This is an optimization exercise on Yosys and OpenROAD, whose aim is small area and a short achievable clock period, not a production implementation. RTL that was checked went through simulation tests only; none was proved equivalent to the original. The clock port is modelled as an ideal driver, which makes a skipped or thinned clock tree look cheaper than it is; a real chip needs a root buffer or a tree. Power and IR drop assume default switching activity.

## lightHashDES
module lightHashDES(
    input              clk,
    input              M_valid,
    input              rst_n,
    input      [7:0]   M,
    input     [63:0]   input_length,
    output reg         hash_ready,
    output     [31:0]  digest
);
    reg        busy;
    reg [63:0] counter;
    reg        a_t, b_t, c_t;  
    reg  [6:0] f;              
    wire [63:0] counter_d;
    wire start = !busy && M_valid;
    wire z1;
    wire z2;
    wire z3;
    wire z4;
    wire z5;
    wire z6;
    wire z7;
    wire z8;
    wire z9;
    wire z10;
    wire z11;
    wire z12;
    wire z13;
    wire z14;
    wire z15;
    wire z16;
    wire z17;
    wire z18;
    wire z19;
    wire z20;
    wire z21;
    wire z22;
    wire z23;
    wire z24;
    wire z25;
    wire z26;
    wire z27;
    wire z28;
    wire z29;
    wire z30;
    wire z31;
    wire z32;
    wire z33;
    wire z34;
    wire z35;
    wire z36;
    wire z37;
    wire z38;
    wire z39;
    wire z40;
    wire z41;
    wire z42;
    wire z43;
    wire z44;
    wire z45;
    wire z46;
    wire z47;
    wire z48;
    wire z49;
    wire z50;
    wire z51;
    wire z52;
    wire z53;
    wire z54;
    wire z55;
    wire z56;
    wire zi57;
    wire z58;
    wire z59;
    wire zi60;
    wire z61;
    wire z62;
    wire zi63;
    wire z64;
    wire z65;
    wire zi66;
    wire z67;
    wire z68;
    wire z69;
    wire zi70;
    wire z71;
    wire z72;
    wire z73;
    wire z74;
    wire zi75;
    wire z76;
    wire z77;
    wire z78;
    wire zi79;
    wire z80;
    wire z81;
    wire zi82;
    wire z83;
    wire zi84;
    wire z85;
    wire z86;
    wire z87;
    wire z88;
    wire z89;
    wire z90;
    wire zi91;
    wire z92;
    wire zg93;
    wire zi94;
    wire z95;
    wire zi96;
    wire z97;
    wire z98;
    wire zg99;
    wire z100;
    wire z101;
    wire zi102;
    wire z103;
    wire zg104;
    wire zi105;
    wire z106;
    wire z107;
    wire zi108;
    wire z109;
    wire zg110;
    wire zi111;
  ...
For scale: ~540 cells after synthesis, ~76 flip-flops, roughly 110 I/O pins.
==> flow/config.mk <==
export PLATFORM = sky130hd
export DESIGN_NAME = lightHashDES
export DESIGN_NICKNAME = lightHashDES
export VERILOG_FILES = /design/flow/design.v
export SDC_FILE = /design/flow/constraint.sdc
export NUM_CORES = 4
export LEC_CHECK = 0
export CAP_MARGIN = 20
export CORE_MARGIN = 2
export CORE_UTILIZATION = 40
export SETUP_SLACK_MARGIN = 1.6
export SLEW_MARGIN = 20
export SYNTH_HIERARCHICAL = 1
==> flow/constraint.sdc <==
create_clock -name core_clock -period 3.3 [get_ports {clk}]
set_input_delay 0.6600 -clock core_clock [delete_from_list [all_inputs] [get_ports {clk}]]
set_output_delay 0.6600 -clock core_clock [all_outputs]
set_load 0.01 [all_outputs]
standard.sh (not shown) runs the stock make flow with config.mk's settings and CLKGATE_MAP_FILE= SYNTH_SCRIPT=/design/flow/synth_recipe.tcl, a recipe that flattens the netlist after the stock synthesis.
==> flow/flow/run.sh <==
#!/bin/bash
cp standard.sh standard.sh.txt
export BUFFER_PORTS_ARGS="-buffer_cell sky130_fd_sc_hd__buf_1"
export PRE_CTS_TCL=$(pwd)/flow/cts_hook.tcl
bash standard.sh > standard.log 2>&1
==> flow/flow/cts_hook.tcl <==
# Clock tree of one level: the clock port drives NBUF clkbuf_16 cells, each
# driving the flip-flops of one quarter of the placement (split at the
# median x, then each half at its median y). All registers get the same
# depth (one buffer), so the tree is balanced; TritonCTS is then skipped.
set nbuf_cell sky130_fd_sc_hd__clkbuf_16
set block [ord::get_db_block]
set db [ord::get_db]
set clknet [$block findNet clk]
set master [$db findMaster $nbuf_cell]

set sinks {}
foreach it [$clknet getITerms] {
  set inst [$it getInst]
  set box [$inst getBBox]
  set x [expr {([$box xMin] + [$box xMax]) / 2}]
  set y [expr {([$box yMin] + [$box yMax]) / 2}]
  lappend sinks [list $it $x $y]
}
puts "manual CTS: [llength $sinks] clock sinks"

proc split_half {lst idx} {
  set s [lsort -integer -index $idx $lst]
  set h [expr {[llength $s] / 2}]
  return [list [lrange $s 0 [expr {$h - 1}]] [lrange $s $h end]]
}
set clusters {}
foreach half [split_half $sinks 1] {
  foreach q [split_half $half 2] {
    lappend clusters $q
  }
}

set i 0
foreach cl $clusters {
  set n [llength $cl]
  if {$n == 0} { continue }
  set sx 0; set sy 0
  foreach s $cl { incr sx [lindex $s 1]; incr sy [lindex $s 2] }
  set cx [expr {$sx / $n}]
  set cy [expr {$sy / $n}]
  set inst [odb::dbInst_create $block $master "cts_clkbuf_$i"]
  set net [odb::dbNet_create $block "clknet_cts_$i"]
  $net setSigType CLOCK
  [$inst findITerm A] connect $clknet
  [$inst findITerm X] connect $net
  foreach s $cl {
    set it [lindex $s 0]
    $it disconnect
    $it connect $net
  }
  set w [[$inst getMaster] getWidth]
  set h [[$inst getMaster] getHeight]
  $inst setLocation [expr {$cx - $w / 2}] [expr {$cy - $h / 2}]
  $inst setPlacementStatus PLACED
  puts "manual CTS: cts_clkbuf_$i drives $n sinks at ($cx, $cy)"
  incr i
}
$clknet setSigType CLOCK
global_connect

rename clock_tree_synthesis tritoncts_clock_tree_synthesis
proc clock_tree_synthesis {args} {
  puts "manual CTS: clock tree already built, TritonCTS skipped"
}
The starting point passed the timing, DRC and antenna checks.
==> next run, changes <==
==> flow/flow/run.sh (replaced) <==
#!/bin/bash
cp standard.sh standard.sh.txt
export BUFFER_PORTS_ARGS="-buffer_cell sky130_fd_sc_hd__buf_1"
bash standard.sh > standard.log 2>&1
removed: flow/flow/cts_hook.tcl
Setup slack gets better by 0.22 ns.
Flip-flop and latch count does not change.
Area after synthesis does not change.
Design area is higher slightly.
No functional check of the RTL was part of any run of this note. In the first run of this note the design's own scripts or RTL, not TritonCTS, make the clock network.

lightHashDES, a different RTL version from the one above (not shown whole).
Size in the first run: about 580 cells after synthesis, about 80 flip-flops, about 4500 sq um of cells after synthesis.
==> flow/config.mk <==
export PLATFORM = sky130hd
export DESIGN_NAME = lightHashDES
export DESIGN_NICKNAME = lightHashDES
export VERILOG_FILES = /design/flow/design.v
export SDC_FILE = /design/flow/constraint.sdc
export NUM_CORES = 4
export LEC_CHECK = 0
export ABC_CLOCK_PERIOD_IN_PS = 1400
export CAP_MARGIN = 20
export CORE_MARGIN = 2
export CORE_UTILIZATION = 40
export SETUP_SLACK_MARGIN = 1.6
export SLEW_MARGIN = 20
==> flow/constraint.sdc <==
create_clock -name core_clock -period 3.3 [get_ports {clk}]
set_input_delay 0.6600 -clock core_clock [delete_from_list [all_inputs] [get_ports {clk}]]
set_output_delay 0.6600 -clock core_clock [all_outputs]
set_load 0.01 [all_outputs]
==> flow/flow/run.sh <==
#!/bin/bash
cp standard.sh standard.sh.txt
export BUFFER_PORTS_ARGS="-buffer_cell sky130_fd_sc_hd__buf_1"
bash standard.sh > standard.log 2>&1
The first run completed without violations.
Edit:
==> flow/run.sh (new file) <==
#!/bin/bash
# synth_recipe.tcl (not shown) runs the flow's synth.tcl, then flattens the netlist and writes it again
# the make line also repeats each setting of config.mk as NAME=value (left out here)
make -C /OpenROAD-flow-scripts/flow DESIGN_CONFIG=/design/flow/config.mk WORK_HOME=/design/flow/orfs CLKGATE_MAP_FILE= SYNTH_SCRIPT=/design/flow/synth_recipe.tcl finish
- ABC_CLOCK_PERIOD_IN_PS: 1400 -> unset
- SETUP_SLACK_MARGIN: 1.6 -> unset
removed: flow/flow/run.sh
removed: flow/standard.sh
Effect: Final cell count came out lower by 7.1%; combinational power stays flat; synthesized cell count does not change; critical path depth came out higher by 2; register-to-register slack is worse by 0.25 ns; clock skew stays flat.
Edit:
- ABC_CLOCK_PERIOD_IN_PS: unset -> 1400
- SETUP_SLACK_MARGIN: unset -> 1.6
After rerunning: Clock skew stays flat; sequential power barely changes; sequential cell count stays the same.
Edit:
- SETUP_SLACK_MARGIN: 1.6 -> 1.9
Die area does not change.
Area after synthesis is unchanged.
Sequential share of layout area fell by 1.2 points.

[separate check: timing with driven ports]
In the flow no input, the clock included, has a driving cell. The finished layouts below were timed again as built, in two steps.
Step 1 sets driving cells, clkbuf_16 on the clock port and buf_2 on the other inputs (assumed; they add their load-dependent delay and slew).
Step 2 moves the port delays by t, midway between the first and last clock arrival at a register: inputs arrive t later, outputs are due t later. That takes back most of the time a late clock gives input paths.
a / b / c = no drivers / after step 1 / after step 2; a / b = the first two.
| run | t, ns | slack for setup (ns) | worst register clock-pin slew, ns |
|---|---|---|---|
| the first run of note 1 | 0.225 | 1.135 / 1.178 / 0.953 | 0.08 / 0.08 |
| the second run of note 1 | 0.387 | 1.350 / 1.343 / 0.956 | 0.08 / 0.08 |
| the first run of note 2 | 0.371 | 0.502 / 0.502 / 0.502 | 0.06 / 0.06 |
| the second run of note 2 | 0.376 | 0.250 / 0.250 / 0.115 | 0.06 / 0.06 |
| the third run of note 2 | 0.378 | 0.499 / 0.499 / 0.499 | 0.06 / 0.06 |
| the fourth run of note 2 | 0.379 | 0.521 / 0.521 / 0.521 | 0.06 / 0.06 |
After both steps every run listed still meets setup and hold. For the second run of note 1, which loses most, drivers alone change the setup slack by -0.007 ns; drivers and shift together by -0.394 ns.
